From an optimization exercise on the open Yosys and OpenROAD flow, aimed at small area and a short achievable clock period; shortcuts taken in it are not production practice.
Function was checked by simulation only, so behaviour that the tests miss may differ from the original.
Power figures rest on the tool's default switching activity, not on a simulated workload.

Design topmod, start of the top module:
module topmod (rst_n,clk,SS_n,MISO,MOSI);
input  MOSI,SS_n,rst_n,clk ;
output MISO;
wire rx_valid,tx_valid;
wire [9:0] rx_data;
wire [7:0] tx_data;
rram RAM_INTERFACE(.din(rx_data),.clk(clk),.rst_n(rst_n),.rx_valid(rx_valid),.dout(tx_data),.tx_valid(tx_valid));
SPI SPI_INTERFACE(.tx_valid(tx_valid),.tx_data(tx_data),.rx_valid(rx_valid),.rx_data(rx_data),.rst_n(rst_n),.clk(clk),.SS_n(SS_n),.MISO(MISO),.MOSI(MOSI));
endmodule 
For scale: roughly 6,700 cells after synthesis, about 2,300 flip-flops.
make LEC_CHECK=0 CAP_MARGIN=20 CORE_MARGIN=2 CORE_UTILIZATION=55 CTS_CLUSTER_DIAMETER=80 CTS_CLUSTER_SIZE=30 SETUP_SLACK_MARGIN=2.0 SLEW_MARGIN=20 finish   # period 4.2 ns
run.sh (not shown) runs the stock make flow with config.mk's settings and CLKGATE_MAP_FILE= SYNTH_SCRIPT=/design/flow/synth_recipe.tcl, a recipe that flattens the netlist after the stock synthesis.
Rerun with:
Settings changed: CORE_UTILIZATION 55 to 62.
Synthesized area does not change.
Register-to-register slack gets worse by 0.04 ns.
Hold slack gains 0.0095 ns.
Cell area shrinks by 1.2%.
Core utilization came out higher by 6.8 points.
Setup slack is worse by 0.045 ns.
Via count goes up by about 0.7%.
Critical path depth is higher by 1.

* * *

run 1:
The RTL this note starts from:
==> flow/design.v <==
module SPI (tx_valid,tx_data,rx_valid,rx_data,rst_n,clk,SS_n,MISO,MOSI);
parameter IDLE = 3'b000;
parameter CHK_CMD = 3'b001;
parameter READ_ADD = 3'b010;
parameter READ_DATA = 3'b011;
parameter WRITE = 3'b100;
input MOSI,SS_n,rst_n,clk,tx_valid;
input [7:0] tx_data;
output rx_valid,MISO;
output [9:0] rx_data;
reg rx_valid_tmp,MISO_tmp;
reg [9:0] rx_data_tmp;
reg [2:0] cs,ns;
reg [3:0] shift_counter;
reg read_state;
reg state;
always @(posedge clk or negedge rst_n) begin
    if(!rst_n) begin
        cs<=IDLE;
    end
    else begin
        cs<=ns;
    end
end 
always @(cs or MOSI or SS_n or tx_valid or tx_data or state or read_state) begin
    case (cs)
    IDLE:begin
        if(!SS_n) begin
            ns=CHK_CMD;
        end
        else begin
            ns=IDLE;
        end
    end
     CHK_CMD:begin
        if(SS_n) begin
            ns=IDLE;
        end
        else begin
            if(!({SS_n,MOSI}))begin
                ns=WRITE;
            end
            else if((!(SS_n))&&(MOSI)&&(!(state))) begin
                ns=READ_ADD;
            end
            else begin
                ns=READ_DATA;
            end
        end
     end
     READ_ADD:begin
        if(~SS_n) begin
            ns=READ_ADD;
        end
        else begin
            ns=IDLE;
        end
     end   
     READ_DATA:begin
           if(~SS_n) begin
            ns=READ_DATA;
        end
        else begin
            ns=IDLE;
        end
     end
     WRITE:begin
           if(~SS_n) begin
            ns=WRITE;
        end
        else begin
            ns=IDLE;
        end
     end
     default:begin
        ns=IDLE;
     end
    endcase
end
always @(posedge clk ) begin
case(cs)
IDLE:begin
    shift_counter<=10;  
    rx_data_tmp<=0;
    rx_valid_tmp<=0;
    end
READ_ADD:begin
      if(shift_counter==0) begin
        rx_valid_tmp<=1;
        shift_counter<=10;
    end
    else begin
        rx_data_tmp<={MOSI,rx_data_tmp[9:1]};
        shift_counter<=shift_counter-1;
    end
end
READ_DATA:begin
    if((shift_counter==0)&&(!(read_state))) begin
        shift_counter<=8;
        rx_valid_tmp<=1;
    end
    else if ((shift_counter>0)&&(!(read_state))) begin
         rx_data_tmp<={MOSI,rx_data_tmp[9:1]};
         shift_counter<=shift_counter-1;  rx_valid_tmp<=0;
    end
    else if ((shift_counter==0)&&(read_state)) begin
        shift_counter<=10;
        rx_valid_tmp<=0;
    end
    else if (tx_valid) begin
        shift_counter<=shift_counter-1; rx_valid_tmp<=0;
    end
    end
WRITE:begin
    if(shift_counter==0) begin
        rx_valid_tmp<=1;
    end
    else begin
        rx_data_tmp<={MOSI,rx_data_tmp[9:1]};
        shift_counter<=shift_counter-1;
    end
end
endcase    
end
always @(posedge clk or negedge rst_n) begin
  if(~rst_n) begin
        state<=0;
        read_state<=0;
    end
    else begin
        case (cs)
        IDLE:begin
            read_state<=0;
        end
            READ_ADD:begin
                if(shift_counter==0) begin
                    state<=1;
                end
            end
           READ_DATA:begin
             if((shift_counter==0)&&(!(read_state))) begin
                read_state<=1;
             end
             else if ((shift_counter==0)&&(read_state)) begin
                read_state<=0;
                state<=0;
             end
           end
        endcase
    end   
end
wire miso_clr = (cs == IDLE);
wire miso_load = (cs == READ_DATA) && read_state && (shift_counter != 0) && tx_valid;
wire miso_bit = tx_data[shift_counter-1];
always @(posedge clk)
    MISO_tmp <= (~miso_clr & miso_load & miso_bit) | (~miso_clr & ~miso_load & MISO_tmp);
assign MISO=MISO_tmp;
assign rx_data=rx_data_tmp;
assign rx_valid=rx_valid_tmp;
endmodule 
module rram (din,clk,rst_n,rx_valid,dout,tx_valid);
parameter MEM_DEPTH=256;
parameter ADDR_SIZE = 8;
input [9:0] din;
input clk,rst_n,rx_valid;
output [7:0] dout;
output tx_valid;
reg [7:0] dout_tmp;
reg tx_valid_tmp;
reg [15:0] addr_hi_n, addr_lo_n;
reg [8*MEM_DEPTH-1:0] cells;
reg phase, phase_d;
reg [7:0] din_d, din_dd;
reg aset_d, wr_d, wr_dd;
reg rd_d, rd_dd;
reg [8*16-1:0] grp_n;
wire rd_now = rx_valid & din[9] & din[8];
reg [7:0] col;
wire wr_now = rst_n & rx_valid & ~din[9] & din[8];
reg [MEM_DEPTH-1:0] sel;
integer i;
always @* begin
    for (i = 0; i < MEM_DEPTH; i = i + 1)
        sel[i] = ~(addr_hi_n[i/16] | addr_lo_n[i%16]);
end
genvar w, g;
generate
for (w = 0; w < MEM_DEPTH; w = w + 1) begin : row
    always @(posedge clk)
        cells[w*8 +: 8] <= ~(({8{sel[w]}} & col) | cells[w*8 +: 8]);
end
for (g = 0; g < 16; g = g + 1) begin : stage1
    reg [7:0] acc;
    integer k;
    always @* begin
        acc = 8'd0;
        for (k = 0; k < 16; k = k + 1)
            acc = acc | ({8{~addr_lo_n[k]}} & cells[(g*16+k)*8 +: 8]);
    end
    always @(posedge clk)
        grp_n[g*8 +: 8] <= ~acc;
end
endgenerate
reg [15:0] hi_d;
reg [7:0] rdv;
integer j;
always @* begin
    rdv = 8'd0;
    for (j = 0; j < 16; j = j + 1)
        rdv = rdv | ({8{hi_d[j]}} & ~grp_n[j*8 +: 8]);
    rdv = rdv ^ {8{phase_d}};
end
always @(posedge clk) begin
    phase <= ~phase;
    phase_d <= phase;
    hi_d <= ~addr_hi_n;
    din_d <= din[7:0];
    din_dd <= din_d;
    aset_d <= rst_n & rx_valid & ~din[8];
    wr_d <= wr_now;
    col <= wr_d ? (din_d ^ {8{~phase}}) :
           wr_now ? (din[7:0] ^ {8{~phase}}) : 8'd0;
    wr_dd <= wr_d;
    for (i = 0; i < 16; i = i + 1) begin
        addr_hi_n[i] <= (aset_d & (din_d[7:4] != i)) | (~aset_d & addr_hi_n[i]);
        addr_lo_n[i] <= (aset_d & (din_d[3:0] != i)) | (~aset_d & addr_lo_n[i]);
    end
end
always @(posedge clk or negedge rst_n) begin
    if (!rst_n) begin
        dout_tmp <= 0;
        tx_valid_tmp <= 0;
        rd_d <= 0;
        rd_dd <= 0;
    end else begin
        rd_d <= rd_now;
        rd_dd <= rd_d;
        if (rd_now | rd_d | rd_dd)
            dout_tmp <= rdv;
        if (rd_now)
            tx_valid_tmp <= 1;
    end
end
assign dout=dout_tmp;
assign tx_valid=tx_valid_tmp;
endmodule
module topmod (rst_n,clk,SS_n,MISO,MOSI);
input  MOSI,SS_n,rst_n,clk ;
output MISO;
wire rx_valid,tx_valid;
wire [9:0] rx_data;
wire [7:0] tx_data;
rram RAM_INTERFACE(.din(rx_data),.clk(clk),.rst_n(rst_n),.rx_valid(rx_valid),.dout(tx_data),.tx_valid(tx_valid));
SPI SPI_INTERFACE(.tx_valid(tx_valid),.tx_data(tx_data),.rx_valid(rx_valid),.rx_data(rx_data),.rst_n(rst_n),.clk(clk),.SS_n(SS_n),.MISO(MISO),.MOSI(MOSI));
endmodule 
clock: 4.2 ns
lec_check: 0
cap_margin: 20
core_margin: 2
core_utilization: 62
cts_cluster_diameter: 80
cts_cluster_size: 30
setup_slack_margin: 2.15
slew_margin: 20
Run 1 was carried through to the last stage, and its layout satisfied the timing, DRC and antenna checks.
#### Input delta (run 2 over run 1)
- CTS_CLUSTER_DIAMETER: 80 -> 60
- CTS_CLUSTER_SIZE: 30 -> 25
- SETUP_SLACK_MARGIN: 2.15 -> 2.0
==> comparison <==
- Compared with run 1, fmax in run 2 decreased by a few percent.
- Taking run 1 as the reference, in run 2 final total power increased by about 11% relative to the old numbers, utilization of the core after routing increased by 1.5 points relative to the old numbers, global-route usage closely matched the old numbers.
- From run 1 to run 2, cell area after placement did not move at all.
- Required time of the critical path ends up lower on run 1.
- Run 2 ran to completion and came out clean on the timing, DRC and antenna checks.
- The run showing the greater met3 wire length is run 2.
- On static leakage, run 1 beats run 2.
- Looking at run 1 and run 2, the sum of overflow across all layers after global routing is a wash.
- Ratio of final minimum period to clock period delta for run 2 relative to run 1: 1.4 points higher

* * *

== before ==
Another version of the RTL of topmod (not shown whole).
Size in the first run: about 2200 flip-flops, roughly 5 I/O pins, roughly 71000 sq um of cells after synthesis.
// topmod
module topmod (rst_n,clk,SS_n,MISO,MOSI);
input  MOSI,SS_n,rst_n,clk ;
output MISO;
wire rx_valid,tx_valid;
wire [9:0] rx_data;
wire [7:0] tx_data;
rram RAM_INTERFACE(.din(rx_data),.clk(clk),.rst_n(rst_n),.rx_valid(rx_valid),.dout(tx_data),.tx_valid(tx_valid));
SPI SPI_INTERFACE(.tx_valid(tx_valid),.tx_data(tx_data),.rx_valid(rx_valid),.rx_data(rx_data),.rst_n(rst_n),.clk(clk),.SS_n(SS_n),.MISO(MISO),.MOSI(MOSI));
endmodule 
==> flow/config.mk <==
export PLATFORM = sky130hd
export DESIGN_NAME = topmod
export DESIGN_NICKNAME = topmod
export VERILOG_FILES = /design/flow/design.v
export SDC_FILE = /design/flow/constraint.sdc
export NUM_CORES = 4
export LEC_CHECK = 0
export CAP_MARGIN = 20
export CORE_MARGIN = 2
export CORE_UTILIZATION = 55
export CTS_CLUSTER_DIAMETER = 80
export CTS_CLUSTER_SIZE = 30
export SETUP_SLACK_MARGIN = 1.8
export SLEW_MARGIN = 20
==> flow/constraint.sdc <==
create_clock -name core_clock -period 4.2 [get_ports {clk}]
set_input_delay 0.8400 -clock core_clock [delete_from_list [all_inputs] [get_ports {clk}]]
set_output_delay 0.8400 -clock core_clock [all_outputs]
set_load 0.01 [all_outputs]
The flow did not stop early for before: all stages ran, and the layout cleared the timing, DRC and antenna checks.
The following lists how after was set up differently from before:
--- a/flow/config.mk
+++ b/flow/config.mk
@@ -9,6 +9,4 @@
 export CORE_MARGIN = 2
-export CORE_UTILIZATION = 55
-export CTS_CLUSTER_DIAMETER = 80
-export CTS_CLUSTER_SIZE = 30
-export SETUP_SLACK_MARGIN = 1.8
+export CORE_UTILIZATION = 65
+export SETUP_SLACK_MARGIN = 2.2
 export SLEW_MARGIN = 20
## What came out
- after did not finish; a tool error ended it in global routing.
- Re synthesized cell count: no difference whatsoever between after and before.
- after: number of placed instances, taps included 3.1% below before
- Post-placement setup slack on after is behind before.
- In after, the starting density of the core came out 9.9 points above the value in before.

[re-timing with driven ports]
In the flow no input, the clock included, has a driving cell. The finished layouts below were timed again as built, in two steps. Step 1 (the two cells are an assumption about what drives the block):
set clk [get_ports {clk}]
set_driving_cell -lib_cell sky130_fd_sc_hd__clkbuf_16 $clk
set_driving_cell -lib_cell sky130_fd_sc_hd__buf_2 [delete_from_list [all_inputs] $clk]
Step 2 times the ports against the registers' clock, not the clock port: input delays grow and output delays shrink by t, the midpoint of the rising clock arrivals with the driver on. Three values: no drivers, after step 1, after step 2; two values: the first two.
run | shift t [ns] | slack for setup (ns) | slew at the worst register clock pin (ns) | pins driven straight from the clock port
the first run of note 1 | 0.837 | 2.005 / 2.001 / 1.591 | 0.12 / 0.12 | 1
the second run of note 1 | 0.808 | 1.960 / 1.960 / 1.487 | 0.12 / 0.12 | 1
run 1 | 0.805 | 1.996 / 1.996 / 1.480 | 0.12 / 0.12 | 1
run 2 | 0.836 | 1.936 / 1.936 / 1.435 | 0.09 / 0.09 | 1
before | 0.825 | 1.708 / 1.708 / 1.202 | 0.12 / 0.12 | 1
After both steps every run listed still meets setup and hold. For run 1, which loses most, drivers alone change the setup slack by 0.000 ns; drivers and shift together by -0.516 ns.
